Background: an optimization exercise with open tools, aiming at small area. Do not read the settings as production practice.
In this exercise RTL edits were held to simulation tests only and were not proved equivalent to the original.
Power figures rest on the tool's default switching activity, not on a simulated workload. The flow treats the clock pin as an ideal source, which a real chip does not have.

==> job 5960 <==
Design neuron_network, start of the top module:
module neuron_network (
    input clk_i,
    input wb_rst_i,
    input wbs_cyc_i,
    input wbs_stb_i,
    input wbs_we_i,
    input [3:0] wbs_sel_i,
    input [31:0] wbs_adr_i,
    input [31:0] wbs_dat_i,
    output reg wbs_ack_o,
    output [31:0] wbs_dat_o
);
export LEC_CHECK = 0
export CAP_MARGIN = 20
export CORE_MARGIN = 2
export CORE_UTILIZATION = 40
export SLEW_MARGIN = 20
export SYNTH_HIERARCHICAL = 1
export SYNTH_MINIMUM_KEEP_SIZE = 0
create_clock -name core_clock -period 10.0 [get_ports {clk_i}]
run.sh (not shown) runs the stock make flow with config.mk's settings and CLKGATE_MAP_FILE= SYNTH_SCRIPT=/design/flow/synth_recipe.tcl, a recipe that flattens the netlist after the stock synthesis.
==> job 4123: changes against job 5960 <==
--- a/flow/config.mk
+++ b/flow/config.mk
@@ -8,5 +8,8 @@
 export CAP_MARGIN = 20
 export CORE_MARGIN = 2
-export CORE_UTILIZATION = 40
+export CORE_UTILIZATION = 70
+export CTS_CLUSTER_DIAMETER = 100
+export CTS_CLUSTER_SIZE = 25
+export PLACE_DENSITY = 0.8
 export SLEW_MARGIN = 20
 export SYNTH_HIERARCHICAL = 1
==> flow_metrics.env <==
export IMPL_run_status="timing/DRC/antenna clean"
export IMPL_endpoint="out0[6]"
export IMPL_taps=1890
export IMPL_final_nonclk_buf_share=0.0182
export IMPL_core_area_um2=142000
export IMPL_diodes=8
export IMPL_slew_headroom=0.127
export IMPL_rr_worst_depth=23
export IMPL_antenna_found_initial=8
export IMPL_dr_pass1_iters=9
export IMPL_syn2layout_area_growth_pct=5.83
-- figures above: job 4123

==> flow_metrics.env <==
export IMPL_taps=3330
export IMPL_run_status="timing/DRC/antenna clean"
export IMPL_ctsHtreeMaxLevel=4
export IMPL_final_nonclk_buf_share=0.0202
export IMPL_endpoint="out0[10]"
export IMPL_synth_most_common_cell="edfxtp_1"
export IMPL_syn2layout_area_growth_pct=11.9
export IMPL_internal_power_mw=14.8
export IMPL_dr_pass1_iters=8
export IMPL_crit_reg2reg_capture="out0[10]"
export IMPL_grt_max_degree=113
export IMPL_antenna_found_initial=15
export IMPL_slew_headroom=0.201
export IMPL_post_cts_setup_buffers=0
export IMPL_core_area_um2=248000
export IMPL_final_util=0.450
export IMPL_diodes=10
-- figures above: job 5960



==> v39 <==
neuron_network, a different RTL version from the one above (not shown whole).
## neuron_network
module neuron_network (
    input clk_i,
    input wb_rst_i,
    input wbs_cyc_i,
    input wbs_stb_i,
    input wbs_we_i,
    input [3:0] wbs_sel_i,
    input [31:0] wbs_adr_i,
    input [31:0] wbs_dat_i,
    output reg wbs_ack_o,
    output [31:0] wbs_dat_o
);
clock: 10.0 ns
lec_check: 0
cap_margin: 20
core_margin: 2
core_utilization: 70
cts_cluster_diameter: 100
cts_cluster_size: 28
place_density: 0.8
slew_margin: 20
synth_hierarchical: 1
synth_minimum_keep_size: 0
standard.sh (not shown) runs the stock make flow with config.mk's settings and CLKGATE_MAP_FILE= SYNTH_SCRIPT=/design/flow/synth_recipe.tcl, a recipe that flattens the netlist after the stock synthesis.
==> flow/flow/run.sh <==
#!/bin/bash
set -euo pipefail
export BUFFER_PORTS_ARGS="-buffer_cell sky130_fd_sc_hd__buf_1"
export CTS_ARGS="-sink_clustering_enable -repair_clock_nets -sink_clustering_size 28 -sink_clustering_max_diameter 100 -dont_use_dummy_load"
bash standard.sh > standard.log 2>&1
==> v37: changes against v39 <==
--- a/flow/config.mk
+++ b/flow/config.mk
@@ -7,10 +7,10 @@
 export LEC_CHECK = 0
 export CAP_MARGIN = 20
 export CORE_MARGIN = 2
-export CORE_UTILIZATION = 70
+export CORE_UTILIZATION = 78
 export CTS_CLUSTER_DIAMETER = 100
 export CTS_CLUSTER_SIZE = 28
-export PLACE_DENSITY = 0.8
+export PLACE_DENSITY = 0.86
 export SLEW_MARGIN = 20
 export SYNTH_HIERARCHICAL = 1
 export SYNTH_MINIMUM_KEEP_SIZE = 0
==> v2: changes against v39 <==
==> flow/run.sh (new file) <==
#!/bin/bash
# synth_recipe.tcl (not shown) runs the flow's synth.tcl, then flattens the netlist and writes it again
# the make line also repeats each setting of config.mk as NAME=value (left out here)
make -C /OpenROAD-flow-scripts/flow DESIGN_CONFIG=/design/flow/config.mk WORK_HOME=/design/flow/orfs CLKGATE_MAP_FILE= SYNTH_SCRIPT=/design/flow/synth_recipe.tcl finish
--- a/flow/config.mk
+++ b/flow/config.mk
@@ -9,7 +9,7 @@
 export CORE_MARGIN = 2
 export CORE_UTILIZATION = 70
 export CTS_CLUSTER_DIAMETER = 100
-export CTS_CLUSTER_SIZE = 28
+export CTS_CLUSTER_SIZE = 25
 export PLACE_DENSITY = 0.8
 export SLEW_MARGIN = 20
 export SYNTH_HIERARCHICAL = 1
removed: flow/flow/run.sh
removed: flow/standard.sh
==> v4: changes against v39 <==
==> flow/flow/run.sh (replaced) <==
#!/bin/bash
set -euo pipefail
export BUFFER_PORTS_ARGS="-buffer_cell sky130_fd_sc_hd__buf_1"
export CTS_ARGS="-sink_clustering_enable -repair_clock_nets -sink_clustering_size 25 -sink_clustering_max_diameter 100 -dont_use_dummy_load"
bash standard.sh > standard.log 2>&1
--- a/flow/config.mk
+++ b/flow/config.mk
@@ -9,7 +9,7 @@
 export CORE_MARGIN = 2
 export CORE_UTILIZATION = 70
 export CTS_CLUSTER_DIAMETER = 100
-export CTS_CLUSTER_SIZE = 28
+export CTS_CLUSTER_SIZE = 25
 export PLACE_DENSITY = 0.8
 export SLEW_MARGIN = 20
 export SYNTH_HIERARCHICAL = 1
==> summary of the runs <==
Sequential power is about the same in v4 and v2.
The highest sequential share of layout area belongs to v37, the lowest to v2.
In v2 the register-to-register slack is lower than in v4, by 0.19 ns.
Against v2, the count of clock-buffer cells in the layout of v37 is lower by 79.
The highest global-route usage belongs to v37, the lowest to v39.
In synthesized area, v37 and v2 do not differ.
Sequential cell count is the same in v2 and v39.
First-iteration DRC count: v37 > v4 > v2 > v39.
Hold slack, lowest first: v39, v37, v4, v2.
Setup slack: v4 > v39 > v2 > v37.
==> figures <==
item                                                       v4         v39         v37          v2
Outcome                              timing/DRC/antenna clean  timing/DRC/antenna clean  timing/DRC/antenna clean  timing/DRC/antenna clean
Multi-input combinational area share                    31.5%       31.5%       31.7%       31.2%
Delay of the slowest cell on the worst path           0.79 ns     0.81 ns     1.15 ns     0.89 ns
Final Util                                              74.2%       74.0%       82.0%       74.9%
Largest net degree at the start of global routing         130         130         118         124
Routability Congestion                                  0.984       0.984        1.00       0.982
Rel. slew slack                                         13.4%       14.0%       13.1%       15.8%
Reg2Reg Setup Slack                                   0.44 ns     0.44 ns     0.24 ns     0.26 ns
Maximum clock rate                                    105 MHz     105 MHz     102 MHz     103 MHz
Initial cell density of the core                        70.5%       70.5%       78.4%       70.5%
Area of all placed cells without fillers           0.105 mm^2  0.105 mm^2  0.104 mm^2  0.106 mm^2
Overall fraction of global-route tracks in use          40.6%       40.5%       47.3%       40.8%
Switching power total                                 3.31 mW     3.27 mW     3.29 mW     3.43 mW
Tap cells                                                1890        1890        1662        1890
Comb pwr                                              1.10 mW     1.10 mW     1.14 mW     1.14 mW
Die Wd                                                 381 um      381 um      362 um      381 um
Placement-stage worst setup slack                    0.677 ns    0.677 ns    0.778 ns    0.569 ns
Worst slew pin tran                                   1.30 ns     1.28 ns     1.30 ns     1.26 ns
Num CTS Buffers                                            98          87          87          97
Detailed router's first-iteration violation count        9339        9204       11300        9298
Worst-path clk slew                                   0.10 ns     0.11 ns     0.11 ns     0.10 ns

==> separate check: timing with driven ports <==
In the flow no input, the clock included, has a driving cell. The finished layouts below were timed again as built, in two steps. Step 1, drivers: a clkbuf_16 drives clk_i and a buf_2 each remaining input, both assumed. Step 2 moves the port delays by t, midway between the first and last clock arrival at a register: inputs arrive t later, outputs are due t later. That takes back most of the time a late clock gives input paths. Slacks: ideal / step 1 / step 2; pairs: ideal / step 1.
| run | t (ns) | setup slack, ns | slew at the worst register clock pin (ns) | pins driven straight from the clock port |
|---|---|---|---|---|
| job 5960 | 0.927 | 0.726 / 0.726 / 0.726 | 0.07 / 0.07 | 1 |
| job 4123 | 0.849 | 0.624 / 0.624 / 0.624 | 0.11 / 0.11 | 1 |
| v39 | 0.819 | 0.442 / 0.442 / 0.442 | 0.11 / 0.11 | 1 |
| v37 | 0.829 | 0.243 / 0.243 / 0.243 | 0.11 / 0.11 | 1 |
| v2 | 0.843 | 0.256 / 0.256 / 0.256 | 0.11 / 0.11 | 1 |
| v4 | 0.827 | 0.445 / 0.445 / 0.445 | 0.11 / 0.11 | 1 |
After both steps every run listed still meets setup and hold.
